Context: an optimization exercise on an open-source flow, tuned for small area and a short achievable clock period. The choices shown serve that exercise and are no tape-out recipe.
Only simulation tests tie the RTL to the original design; equivalence was not proved.

==> yarrow <==
==> flow/design.v (excerpt) <==
module iir_filter(
    input clk,
    input rst,
    input signed [11:0] signal_i,
    output signed [11:0] signal_o
    );
make LEC_CHECK=0 CAP_MARGIN=20 CORE_MARGIN=2 CORE_UTILIZATION=40 CTS_BUF_LIST='sky130_fd_sc_hd__clkbuf_4 sky130_fd_sc_hd__clkbuf_8' PLACE_DENSITY=0.6 SLEW_MARGIN=20 SYNTH_HIERARCHICAL=1 finish   # period 14.5 ns
run.sh (not shown) runs the stock make flow with config.mk's settings and CLKGATE_MAP_FILE= SYNTH_SCRIPT=/design/flow/synth_recipe.tcl, a recipe that flattens the netlist after the stock synthesis.
==> inputs of delta, as changes to yarrow <==
--- a/flow/design.v
+++ b/flow/design.v
@@ -940,17 +940,18 @@
 wire [20:0] rn = {rs_384, rs_382, rs_380, rs_378, rs_376, rs_374, rs_372, rs_370, rs_368, rs_366, rs_364, rs_362, rs_360, rs_358, rs_356, rs_354, ~rs_352, ~rs_350, rs_348, rs_347, rs_305} + {~rs_385, rs_383, rs_381, rs_379, rs_377, rs_375, rs_373, rs_371, rs_369, rs_367, rs_365, rs_363, rs_361, rs_359, rs_357, rs_355, rs_353, ~rs_351, rs_349, 1'b0, 1'b1};
 always @(posedge clk or posedge rst) begin
     if (rst) begin
         y0 <= 12'h7ff; y1 <= 12'h7ff; y2 <= 12'h7ff; y3 <= 12'h7ff; y4 <= 12'h7ff;
         x1 <= 12'h800; x2 <= 12'h800; x3 <= 12'h800; x4 <= 12'h800; x5 <= 12'h800;
-        q <= 21'h12a910; r <= 21'h6c543;
+        q <= 21'h12a910;
     end else begin
         y0 <= {ysum[20], ~ysum[19:9]}; y1 <= y0; y2 <= y1; y3 <= y2; y4 <= y3;
         x1 <= {~signal_i[11], signal_i[10:0]}; x2 <= x1; x3 <= x2; x4 <= x3; x5 <= x4;
-        q <= qn; r <= rn;
+        q <= qn;
     end
 end
+always @(posedge clk) r <= rn;
 assign signal_o = {y0[11], ~y0[10:0]};
 endmodule
 module iir_fa(input a, input b, input c, output s, output co);
 assign s = a ^ b ^ c;
 assign co = (a & b) | (c & (a ^ b));
==> inputs of ember, as changes to yarrow <==
Settings changed: CTS_CLUSTER_DIAMETER set to 150, CTS_CLUSTER_SIZE set to 40.
==> summary.txt <==
* Die extent in y: 205 microns
- Met1 Use GR: 27.0%
* Relative slew slack: 35.5%
* Share of the synthesized netlist area taken by xor and xnor gates: 3.41%
* All-Layer GR Usage: a little under a fifth
- Leading post-synthesis cells by instance count: sky130_fd_sc_hd__fa_1 (407), sky130_fd_sc_hd__inv_1 (147), sky130_fd_sc_hd__ha_1 (108)
- The worst register-to-register path has a depth of 19.
- The startpoint identified for the worst hold timing path is y3[6]$_DFF_PP1_.
- Across all register-to-register paths, the minimum setup slack is 8.42 ns.
- Pre-Repair DR Iteration Count: 7
* Run status: no timing/DRC/antenna violations
- Global-route wire length before repair: 58100 microns
* Vias in the first global route: around 10000
- The top cell types in the final layout, fill and taps aside, are sky130_fd_sc_hd__fa_1 (407), sky130_fd_sc_hd__inv_1 (146), sky130_fd_sc_hd__ha_1 (108), sky130_fd_sc_hd__dfrtp_1 (74), sky130_fd_sc_hd__dfstp_2 (67).
the above is filed under delta

==> summary.txt <==
* Run status: no timing/DRC/antenna violations
* Die extent in y: between 200 and 250 microns
- Top library cells by usage in the layout, fill and taps aside: sky130_fd_sc_hd__fa_1 (407), sky130_fd_sc_hd__inv_1 (146), sky130_fd_sc_hd__ha_1 (108), sky130_fd_sc_hd__dfrtp_1 (86), sky130_fd_sc_hd__dfstp_2 (76)
* Vias in the first global route: between 10000 and 15000
- Relative slew slack: 35.1%
- The number of cells on the worst reg-to-reg path is 20.
* Met1 Use GR: 26.4%
- Global-route wire length before repair: 57800 microns
- Of the total synthesized cell area, the portion taken by XOR and XNOR cells is between 3 and 4%.
the above is filed under yarrow

==> summary.txt <==
- Run status: no timing/DRC/antenna violations
* HP Start: y3[5]$_DFF_PP1_
- Counting instances in the post-synthesis netlist gives the leading cell types as sky130_fd_sc_hd__fa_1 (407), sky130_fd_sc_hd__inv_1 (147), sky130_fd_sc_hd__ha_1 (108).
- The first global-routing pass estimated approximately 58000 microns of wire.
- Combinational family with the most area after synthesis: adder cells
- Share of the synthesized netlist area taken by xor and xnor gates: 3.38%
- Counting cells, the worst reg-to-reg path comes to 20.
- The first detailed-routing pass took 4 iterations.
- Multiplexer fraction of the synthesized cell area: 0%
- Top library cells by usage in the layout, fill and taps aside: sky130_fd_sc_hd__fa_1 (407), sky130_fd_sc_hd__inv_1 (146), sky130_fd_sc_hd__ha_1 (108), sky130_fd_sc_hd__dfrtp_1 (86), sky130_fd_sc_hd__dfstp_2 (76)
- The worst pin sits at a relative slew slack of a little over a third.
* Synthesis-stage register bit count: between 150 and 200
the above is filed under ember


==> build 20 <==
Another version of the RTL of iir_filter (not shown whole).
==> flow/config.mk <==
export PLATFORM = sky130hd
export DESIGN_NAME = iir_filter
export DESIGN_NICKNAME = iir_filter
export VERILOG_FILES = /design/flow/design.v
export SDC_FILE = /design/flow/constraint.sdc
export NUM_CORES = 4
export LEC_CHECK = 0
export ABC_AREA = 1
export CAP_MARGIN = 20
export CORE_MARGIN = 2
export CORE_UTILIZATION = 40
export CTS_BUF_LIST = sky130_fd_sc_hd__clkbuf_4 sky130_fd_sc_hd__clkbuf_8
export PLACE_DENSITY = 0.6
export SLEW_MARGIN = 20
export SYNTH_HIERARCHICAL = 1
==> flow/constraint.sdc <==
create_clock -name core_clock -period 14.5 [get_ports {clk}]
set_input_delay 2.9000 -clock core_clock [delete_from_list [all_inputs] [get_ports {clk}]]
set_output_delay 2.9000 -clock core_clock [all_outputs]
set_load 0.01 [all_outputs]
==> inputs of build 80, as changes to build 20 <==
- CORE_UTILIZATION: 40 -> 50
- PLACE_DENSITY: 0.6 -> 0.75
==> summary.txt <==
Final period util = 0.398
Slowest cell delay on critical path = 0.85 ns
Reg-to-reg startpoint = y0[2]
Iter 0 DRT Violations = 615
Core Region = 0.0316 sq mm
Post-route cell area = 0.0172 sq mm
Met1 usage = 0.361
Status = no timing/DRC/antenna violations
Source of the figures above: build 80

==> summary.txt <==
Status = no timing/DRC/antenna violations
Met1 usage = 0.301
Iter 0 DRT Violations = 493
Slowest cell delay on critical path = 0.81 ns
Final period util = 0.397
Core Region = 0.0396 sq mm
Source of the figures above: build 20


==> garnet: inputs <==
RTL: one of the versions met above, not the one the previous note started from.
## iir_filter
module iir_filter(
    input clk,
    input rst,
    input signed [11:0] signal_i,
    output signed [11:0] signal_o
    );
clock: 14.5 ns
lec_check: 0
cap_margin: 20
core_margin: 2
core_utilization: 40
place_density: 0.6
slew_margin: 20
synth_hierarchical: 1
==> lagoon: changes against garnet <==
- CAP_MARGIN: 20 -> 0
- CTS_BUF_LIST: default -> sky130_fd_sc_hd__clkbuf_4 sky130_fd_sc_hd__clkbuf_8
- SLEW_MARGIN: 20 -> 0
==> summary.txt <==
Between lagoon and garnet, the lower maximum frequency is in garnet (gap 0.74%, measured against garnet). Against garnet, the core utilization of lagoon is lower by 0.48 points. Synthesized cell count is the same in garnet and lagoon. Hold slack: garnet is higher than lagoon (0.0049 ns). Of lagoon and garnet, garnet has the higher final area (gap about 1.1%, measured against garnet). In synthesized area, garnet and lagoon do not differ. Setup slack: lagoon is higher than garnet (0.046 ns). First-iteration DRC count: lagoon is higher than garnet (0.44%). Against lagoon, the routed wire length of garnet is larger by 0.52%.

separate check: timing with driven ports:
Ports are ideal in the flow. The routed layouts listed here were re-timed in OpenROAD. Step 1 assumes that a clkbuf_16 drives the clock port and a buf_2 every other input. Step 2 times the ports against the registers' clock, not the clock port: input delays grow and output delays shrink by t, the midpoint of the rising clock arrivals with the driver on. Slacks: ideal / step 1 / step 2; pairs: ideal / step 1.
run	t, ns	setup slack, ns	hold slack, ns	worst data-port slew with drivers (ns)
yarrow	0.536	8.223 / 8.253 / 7.717	0.341 / 0.341 / 0.341	0.04
delta	0.543	8.236 / 8.266 / 7.723	0.339 / 0.339 / 0.339	0.04
ember	0.536	8.223 / 8.253 / 7.717	0.341 / 0.341 / 0.341	0.04
build 20	0.569	8.750 / 8.750 / 8.532	0.417 / 0.417 / 0.417	0.03
build 80	0.528	8.736 / 8.736 / 8.448	0.415 / 0.415 / 0.415	0.04
garnet	0.502	8.176 / 8.211 / 7.709	0.346 / 0.346 / 0.346	0.04
lagoon	0.536	8.223 / 8.253 / 7.717	0.341 / 0.341 / 0.341	0.04
After both steps setup and hold are still met in every run listed. The setup slack of delta, which loses most, moves by +0.030 ns with the drivers and by -0.513 ns with both steps.
